This is an optimization exercise on Yosys and OpenROAD, whose aim is small area, a short achievable clock period and few clock cycles, not a production implementation. The RTL was checked by simulation tests, not by an equivalence proof against the original design.

## wip/raven
## conv_acc
module conv_acc(
    input         clk,
    input         rst_n,
    input         in_valid,
    input  [31:0] in_data,
    output        in_ready,
    output        out_valid,
    output [19:0] out_data
);
localparam W = 20;
localparam M_W = 2'd0, M_ING = 2'd1, M_FL = 2'd2;
reg       started;   
reg       wph;       
reg [1:0] phase;
reg [4:0] col;
reg [4:0] row;
reg [5:0] rot;       
reg       fl;        
reg [4:0] fpos;
reg       rdy;       
reg       canr;      
wire take = in_valid & canr;
wire adv  = take | (fl & ~started);
function [27:0] nxt;
    input       v;
    input       started;
    input       wph;
    input [1:0] phase;
    input [4:0] col;
    input [4:0] row;
    input [5:0] rot;
    input       fl;
    input [4:0] fpos;
    input       canr;
    reg st_n, wph_n, fl_n;
    reg [1:0] phase_n;
    reg [4:0] col_n, row_n, fpos_n;
    reg [5:0] rot_n;
    reg t, a;
    begin
        t = v & canr;
        a = t | (fl & ~started);
        st_n    = started;
        wph_n   = wph;
        phase_n = phase;
        col_n   = col;
        row_n   = row;
        rot_n   = rot;
        fl_n    = fl;
        fpos_n  = fpos;
        if (a)
            rot_n = 6'd0;
        else if (started)
            rot_n = (rot == 6'd57) ? 6'd0 : rot + 6'd1;
        if (a && fl) begin
  ...
clock: 9.0 ns
lec_check: 0
abc_area: 1
cap_margin: 20
core_margin: 2
core_utilization: 65
cts_cluster_diameter: 100
cts_cluster_size: 24
place_density: 0.72
slew_margin: 20
synth_hierarchical: 1
synth_minimum_keep_size: 0
standard.sh (not shown) runs the stock make flow with config.mk's settings and CLKGATE_MAP_FILE= SYNTH_SCRIPT=/design/flow/synth_recipe.tcl, a recipe that flattens the netlist after the stock synthesis.
==> flow/flow/run.sh <==
#!/bin/bash
set -euo pipefail
export SETUP_SLACK_MARGIN=6.2
export BUFFER_PORTS_ARGS="-buffer_cell sky130_fd_sc_hd__buf_2"
bash standard.sh > standard.log 2>&1
Testbench counts of wip/raven, summed over its fixed seeds: cycles 19,304.
For wip/lagoon, these inputs were changed with respect to wip/raven:
diff --git a/flow/design.v b/flow/design.v
--- a/flow/design.v
+++ b/flow/design.v
@@ -83,13 +83,14 @@
                (~st_n | (rot_n == 6'd0)) & ((phase_n == 2'd3) | (wph_n & (col_n == 5'd8))),
                ~st_n | (rot_n == 6'd0)};
     end
 endfunction
 wire [27:0] nx1 = nxt(1'b1, started, wph, phase, col, row, rot, fl, fpos, canr);
 wire [27:0] nx0 = nxt(1'b0, started, wph, phase, col, row, rot, fl, fpos, canr);
-wire [27:0] nx  = in_valid ? nx1 : nx0;
+wire [27:0] nx;
+state_mux u_state_mux (.s(in_valid), .a(nx1), .b(nx0), .y(nx));    
 always @(posedge clk or negedge rst_n) begin
     if (!rst_n) begin
         {started, wph, phase, col, row, rot, fl, fpos, rdy, canr} <= {1'b0, 1'b1, 25'd0, 1'b1};
     end else begin
         {started, wph, phase, col, row, rot, fl, fpos, rdy, canr} <= nx;
     end
@@ -1358,10 +1359,13 @@
 csa_fa u_t3_w151 (.a(t3_w110), .b(t3_w111), .c(t3_w65), .s(t3_w151), .co(t3_w152));
 csa_fa u_t3_w153 (.a(t3_w112), .b(t3_w113), .c(t3_w69), .s(t3_w153), .co(t3_w154));
 csa_fa u_t3_w155 (.a(t3_w114), .b(t3_w115), .c(t3_w73), .s(t3_w155), .co(t3_w156));
 csa_fa u_t3_w157 (.a(t3_w116), .b(t3_w117), .c(t3_w77), .s(t3_w157), .co(t3_w158));
 assign fin = {t3_w157, t3_w155, t3_w153, t3_w151, t3_w149, t3_w147, t3_w145, t3_w143, t3_w141, t3_w139, t3_w137, t3_w135, t3_w133, t3_w131, t3_w129, t3_w127, t3_w125, t3_w123, t3_w121, o[100], t3_w156, t3_w154, t3_w152, t3_w150, t3_w148, t3_w146, t3_w144, t3_w142, t3_w140, t3_w138, t3_w136, t3_w134, t3_w132, t3_w130, t3_w128, t3_w126, t3_w124, t3_w122, t3_w120, t3_w119};
 endmodule
+module state_mux(input s, input [27:0] a, input [27:0] b, output [27:0] y);
+assign y = s ? a : b;
+endmodule
 module csa_fa(input a, input b, input c, output s, output co);
 assign s = a ^ b ^ c;
 assign co = (a & b) | (a & c) | (b & c);
 endmodule
==> comparison <==
Looking at via count of the routed design, wip/lagoon sits 3.1% higher than wip/raven does. Comparing wip/lagoon and wip/raven, the lower sequential element share of the synthesized area is on wip/lagoon. As of wip/lagoon, cell count after placement had risen by a few percent compared to wip/raven. Core outline area sits higher in wip/lagoon than in wip/raven. STATUS fmax: wip/lagoon loses against wip/raven.
Testbench counts of wip/lagoon, summed over its fixed seeds: cycles 19,304.

## afterwards: timing with drivers on the ports
No port has a modelled driver above. Below, the same layouts with a new extraction and two added sets of constraints.
Step 1 assumes that a clkbuf_16 drives the clock port and a buf_2 every other input.
Step 2, shift: input delay + t, output delay - t, t = (earliest + latest rising clock arrival at the registers) / 2. This alone moves slack from input paths to output paths.
Three values: ideal ports, drivers, drivers and shift; two values: the first two.
run	shift t [ns]	slack for setup (ns)	hold WS [ns]	latest minus earliest clock arrival (ns)	worst slew at a driven data input, ns
wip/raven	0.668	6.076 / 6.017 / 5.719	0.319 / 0.319 / 0.319	0.045 / 0.045	0.03
wip/lagoon	0.700	6.063 / 6.000 / 5.724	0.323 / 0.323 / 0.323	0.029 / 0.029	0.04
After both steps every run listed still meets setup and hold. The setup slack of wip/raven, which loses most, moves by -0.059 ns with the drivers and by -0.357 ns with both steps.
